Background: an optimization exercise with open tools, aiming at small area and a short achievable clock period. Do not read the settings as production practice. Where RTL was checked, it was by simulation tests only, not by an equivalence proof against the original. The clock port is modelled as an ideal driver; clocking choices that lean on that would not hold on a real chip. No activity file was given, so power comes from the tool's default toggle rates.

== job 1754 ==
## fairArb
module fairArb (
	input  logic [15:0] bids,
	output logic [15:0] wins,
	input  logic        get_next_win,
	input  logic        clk,
	input  logic        rst
);
export LEC_CHECK = 0
export ABC_AREA = 1
export CAP_MARGIN = 20
export CORE_MARGIN = 2
export CORE_UTILIZATION = 40
export SLEW_MARGIN = 20
export SYNTH_HIERARCHICAL = 1
create_clock -name core_clock -period 4.0 [get_ports {clk}]
standard.sh (not shown) runs the stock make flow with config.mk's settings and CLKGATE_MAP_FILE= SYNTH_SCRIPT=/design/flow/synth_recipe.tcl, a recipe that flattens the netlist after the stock synthesis.
==> flow/flow/run.sh <==
#!/bin/bash
set -euo pipefail
here=$(cd "$(dirname "$0")" && pwd)
source "$here/vars.sh"
bash standard.sh synth > synth.log 2>&1
bash standard.sh "${EXTRA[@]}" PRE_DETAIL_PLACE_TCL="$here/size.tcl" POST_CTS_TCL="$here/size_cts.tcl" finish > layout.log 2>&1
Other scripts of this flow, unchanged in this note and not shown: flow/flow/size.tcl, flow/flow/size_cts.tcl, flow/flow/vars.sh
Job 1754: full flow OK, the timing, design-rule and antenna checks passed
## Diff of input files: job 7993 against job 1754
diff --git a/flow/config.mk b/flow/config.mk
--- a/flow/config.mk
+++ b/flow/config.mk
@@ -8 +7,0 @@
-export ABC_AREA = 1
--- outcome ---
Proportion of layout cells with a drive suffix above 1: job 7993 < job 1754. The part of the cycle the worst path needs in job 7993 was higher than what job 1754 gave. First-iteration detailed-routing DRC count ends up lower on job 7993. Delta(fraction of area in registers, job 7993 - job 1754) > 0. In the metrics for job 7993 and job 1754, the one carrying the lower post-layout utilization of the core is job 1754.
Function was not checked in any run of this note: the RTL went through the layout flow alone.


Another version of the RTL of fairArb (not shown whole).
Size in the first run: ~190 cells after synthesis, roughly 22 flip-flops, roughly 1500 um^2 of cells after synthesis.
clock: 4.0 ns
lec_check: 0
cap_margin: 20
core_margin: 2
core_utilization: 40
slew_margin: 20
==> flow/flow/run.sh <==
#!/bin/bash
# Layout flow: the standard synthesis unchanged, then the standard ORFS
# steps with buf_2 port buffers and the timing-repair settings in vars.sh.
set -euo pipefail
here=$(cd "$(dirname "$0")" && pwd)
source "$here/vars.sh"
bash standard.sh synth > synth.log 2>&1
bash standard.sh "${EXTRA[@]}" finish > layout.log 2>&1
==> flow/flow/vars.sh <==
EXTRA=(BUFFER_PORTS_ARGS="-buffer_cell sky130_fd_sc_hd__buf_2" MATCH_CELL_FOOTPRINT=0 SETUP_SLACK_MARGIN=2.3)
The baseline completed with no timing, DRC or antenna violations.
Next try:
==> flow/flow/vars.sh (replaced) <==
EXTRA=(BUFFER_PORTS_ARGS="-buffer_cell sky130_fd_sc_hd__buf_2")
--- a/flow/config.mk
+++ b/flow/config.mk
@@ -7,0 +8 @@
+export ABC_AREA = 1
What happened: Core utilization fell by 20 points. Total power fell by 15%. Final area fell by 22%. Worst setup slack loses 0.16 ns. Worst hold slack loses 0.035 ns. Area after synthesis rose by 13%. Wire length fell by 14%.


The RTL this note starts from:
==> flow/design.v <==
module fairArb (
	input  logic [15:0] bids,
	output logic [15:0] wins,
	input  logic        get_next_win,
	input  logic        clk,
	input  logic        rst
);
	logic [3:0]  p;
	logic        a, b;
	logic [15:0] m;       
	logic [15:0] bm;      
	logic [15:0] g;       
	logic [3:0]  pn;      
	always_comb begin
		for (int i = 0; i < 16; i++)
			m[i] = (i[3:0] >= p);
	end
	assign bm = bids & m;
	logic [31:0] dv, dg;
	assign dv = {bids, bm};
	assign dg = dv & (~dv + 32'd1);
	assign g  = dg[15:0] | dg[31:16];
	always_comb begin
		pn = 4'd0;
		for (int i = 0; i < 16; i++)
			if (g[i]) pn = pn | (i[3:0] + 4'd1);
		if (g == 16'd0) pn = 4'd1;
	end
	always_ff @(posedge clk) begin
		if (~rst) begin
			wins <= 16'd0;
			p    <= 4'd0;
			a    <= 1'b0;
			b    <= 1'b0;
		end else begin
			wins <= g;
			a    <= 1'b1;
			b    <= a;
			if ((a & ~b) | (b & get_next_win & (|bids)))
				p <= pn;
		end
	end
endmodule
export LEC_CHECK = 0
export ABC_AREA = 1
export CAP_MARGIN = 20
export CORE_MARGIN = 2
export CORE_UTILIZATION = 40
export SLEW_MARGIN = 20
create_clock -name core_clock -period 4.0 [get_ports {clk}]
==> flow/flow/run.sh <==
#!/bin/bash
set -euo pipefail
here=$(cd "$(dirname "$0")" && pwd)
source "$here/vars.sh"
bash standard.sh synth > synth.log 2>&1
bash standard.sh "${EXTRA[@]}" PRE_DETAIL_PLACE_TCL="$here/size.tcl" POST_CTS_TCL="$here/size_cts.tcl" finish > layout.log 2>&1
==> flow/flow/size.tcl <==
source $::env(PLATFORM_DIR)/setRC.tcl
set ::size_stage [expr {[info exists ::env(SIZE_STAGE)] ? $::env(SIZE_STAGE) : "place"}]
set ::size_per [get_property [get_clocks core_clock] period]
set ::size_in [delete_from_list [all_inputs] [get_ports clk]]
set ::size_dly [expr {0.2 * $::size_per}]
if {$::size_stage eq "cts"} {
  set_propagated_clock [all_clocks]
} else {
  set ::size_lat [expr {[info exists ::env(SIZE_CLK_LATENCY)] ? $::env(SIZE_CLK_LATENCY) : 0.26}]
  set_input_delay [expr {$::size_dly - $::size_lat}] -clock core_clock $::size_in
  set_output_delay [expr {$::size_dly + $::size_lat}] -clock core_clock [all_outputs]
}
estimate_parasitics -placement
sta::make_equiv_cells [get_libs *]

# the period is a soft maximum over all endpoints, so that paths close to the
# worst one also count and ties between near-critical paths do not stall it
proc size_obj {} {
  estimate_parasitics -placement
  set k $::size_k
  set sum 0.0
  foreach p $::size_eps {
    set d [expr {$::size_per - [get_property $p slack_max]}]
    set sum [expr {$sum + exp($k * ($d - 2.0))}]
  }
  set ps [expr {2.0 + log($sum) / $k}]
  return [expr {log([rsz::design_area]) + log($ps)}]
}
set ::size_k [expr {[info exists ::env(SIZE_K)] ? $::env(SIZE_K) : 25.0}]
set ::size_eps [concat [all_registers -data_pins] [all_outputs]]

set cands {}
foreach inst [get_cells *] {
  set ref [get_property $inst ref_name]
  set name [get_full_name $inst]
  if {[string match "*tapvpwrvgnd*" $ref] || [string match "*fill*" $ref] || [string match "*conb*" $ref]} { continue }
  if {[string match "clkbuf_*" $name] || [string match "clkload*" $name] || [string match "clkinv*" $name]} { continue }
  set lc [get_lib_cells $ref]
  set alts {}
  foreach c [sta::find_equiv_cells $lc] {
    set n [get_name $c]
    if {[string match "*lpflow*" $n] || [string match "*probe*" $n]} { continue }
    lappend alts $n
  }
  if {[llength $alts] > 1} { lappend cands [list $inst $alts] }
}
set best [size_obj]
puts "size($::size_stage): start obj [format %.5f $best] ws [worst_slack -max] area [expr {[rsz::design_area]*1e12}] cands [llength $cands]"
set maxpass [expr {[info exists ::env(SIZE_PASSES)] ? $::env(SIZE_PASSES) : 10}]
for {set pass 0} {$pass < $maxpass} {incr pass} {
  set changed 0
  foreach c $cands {
    lassign $c inst alts
    set cur [get_property $inst ref_name]
    set pick $cur
    foreach n $alts {
      if {$n eq $cur} { continue }
      replace_cell $inst $n
      set o [size_obj]
      if {$o < $best - 1e-7} { set best $o; set pick $n }
    }
    if {[get_property $inst ref_name] ne $pick} { replace_cell $inst $pick }
    if {$pick ne $cur} { incr changed }
  }
  set best [size_obj]
  puts "size($::size_stage): pass $pass changed $changed obj [format %.5f $best] ws [worst_slack -max] area [expr {[rsz::design_area]*1e12}]"
  if {$changed == 0} { break }
}
if {$::size_stage eq "cts"} {
  detailed_placement
  check_placement -verbose
  estimate_parasitics -placement
  puts "size($::size_stage): legalised ws [worst_slack -max] hold [worst_slack -min]"
} else {
  set_input_delay $::size_dly -clock core_clock $::size_in
  set_output_delay $::size_dly -clock core_clock [all_outputs]
  estimate_parasitics -placement
}
==> flow/flow/vars.sh <==
EXTRA=(BUFFER_PORTS_ARGS="-buffer_cell sky130_fd_sc_hd__buf_2")
Other scripts of this flow, unchanged in this note and not shown: flow/flow/size_cts.tcl
Next try:
--- a/flow/flow/size.tcl
+++ b/flow/flow/size.tcl
@@ -13,2 +13,7 @@
 estimate_parasitics -placement
+if {[info exists ::env(SIZE_REPAIR_MARGIN)] && $::size_stage ne "cts"} {
+  set_dont_use $::env(DONT_USE_CELLS)
+  repair_timing -setup -setup_margin $::env(SIZE_REPAIR_MARGIN) -repair_tns 100 -verbose
+  estimate_parasitics -placement
+}
 sta::make_equiv_cells [get_libs *]
Settings changed: ABC_AREA 1 to not set.
- register-to-register slack is worse by 0.72 ns
- worst setup slack is worse by 0.67 ns
- area after synthesis shrinks by about a fifth
- utilization grows by 0.98 points
- routed wire length shrinks by about a fifth
- via count shrinks by a quarter to a third
- sequential power grows by a few percent
- design area shrinks by roughly a tenth
- total power shrinks by about a fifth
- die area shrinks by roughly a tenth
Next try:
==> flow/flow/vars.sh (replaced) <==
EXTRA=(BUFFER_PORTS_ARGS="-buffer_cell sky130_fd_sc_hd__buf_2" CTS_ARGS="-sink_clustering_enable -repair_clock_nets -dont_use_dummy_load")
export SIZE_REPAIR_MARGIN=2.1
Settings changed: ABC_AREA set to 1, CORE_UTILIZATION 40 to 65, PLACE_DENSITY set to 0.8.
Effect: Worst setup slack gains 0.70 ns; design area went up by about 13%; synthesized area went up by 17%; routed wire length went up by about 20%; register-to-register slack gains 0.70 ns; die area went down by 26%; hold slack loses 0.048 ns.
Next try:
==> flow/flow/vars.sh (replaced) <==
EXTRA=(BUFFER_PORTS_ARGS="-buffer_cell sky130_fd_sc_hd__buf_2")
export SIZE_REPAIR_MARGIN=2.1
Settings changed: CORE_UTILIZATION 65 to 40, PLACE_DENSITY 0.8 to not set.
Effect:
- clock skew hardly moves
- via count went down slightly
- fmax goes up by a few percent
- worst setup slack gets better by 0.039 ns
- clock power grows by well over a third
- routed wire length came out higher by a few percent
- sequential share of layout area went down by 0.93 points
- first-iteration DRC count came out lower by a few percent
- die area rises by well over a third
- combinational power stays flat
- total power goes up by roughly a tenth
Next try:
--- a/flow/flow/size.tcl
+++ b/flow/flow/size.tcl
@@ -13,7 +13,2 @@
 estimate_parasitics -placement
-if {[info exists ::env(SIZE_REPAIR_MARGIN)] && $::size_stage ne "cts"} {
-  set_dont_use $::env(DONT_USE_CELLS)
-  repair_timing -setup -setup_margin $::env(SIZE_REPAIR_MARGIN) -repair_tns 100 -verbose
-  estimate_parasitics -placement
-}
 sta::make_equiv_cells [get_libs *]
==> flow/flow/vars.sh (replaced) <==
EXTRA=(BUFFER_PORTS_ARGS="-buffer_cell sky130_fd_sc_hd__buf_2" CTS_ARGS="-sink_clustering_enable -repair_clock_nets -dont_use_dummy_load")
Settings changed: CORE_UTILIZATION 40 to 65, PLACE_DENSITY set to 0.8.
Global-route usage went up by 13 points. Die area went down by well over a third. Clock power went down by a quarter to a third. Sequential share of layout area went up by 1.1 points. Sequential power hardly moves. Total power went down by roughly a tenth. Worst setup slack gets worse by 0.065 ns.

==> port drivers added, routing unchanged <==
How much do the figures lean on ideal ports? The routed layouts below were timed once more, with nothing changed but the port constraints. Step 1 sets driving cells, clkbuf_16 on the clock port and buf_2 on the other inputs (assumed; they add their load-dependent delay and slew). Step 2 adds t to the input delays and takes it off the output delays; t is the mean of the earliest and latest rising clock arrival at the registers after step 1. Input paths then give back, and output paths get back, about the clock's delay inside the block. Slacks: ideal / step 1 / step 2; pairs: ideal / step 1.
run | t, ns | setup WS [ns] | worst data-port slew with drivers (ns)
job 1754 | 0.280 | 1.813 / 1.817 / 1.537 | 0.03
job 7993 | 0.308 | 1.364 / 1.363 / 1.054 | 0.03
the first run of note 2 | 0.284 | 1.584 / 1.565 / 1.281 | 0.06
the second run of note 2 | 0.275 | 1.423 / 1.423 / 1.290 | 0.03
the first run of note 3 | 0.281 | 1.986 / 1.984 / 1.703 | 0.03
the second run of note 3 | 0.319 | 1.315 / 1.315 / 1.003 | 0.03
the third run of note 3 | 0.322 | 2.015 / 2.015 / 1.719 | 0.03
the fourth run of note 3 | 0.275 | 2.055 / 2.055 / 1.780 | 0.03
the fifth run of note 3 | 0.328 | 1.990 / 1.990 / 1.690 | 0.03
After both steps setup and hold are still met in every run listed. The setup slack of the second run of note 3, which loses most, moves by 0.000 ns with the drivers and by -0.312 ns with both steps.
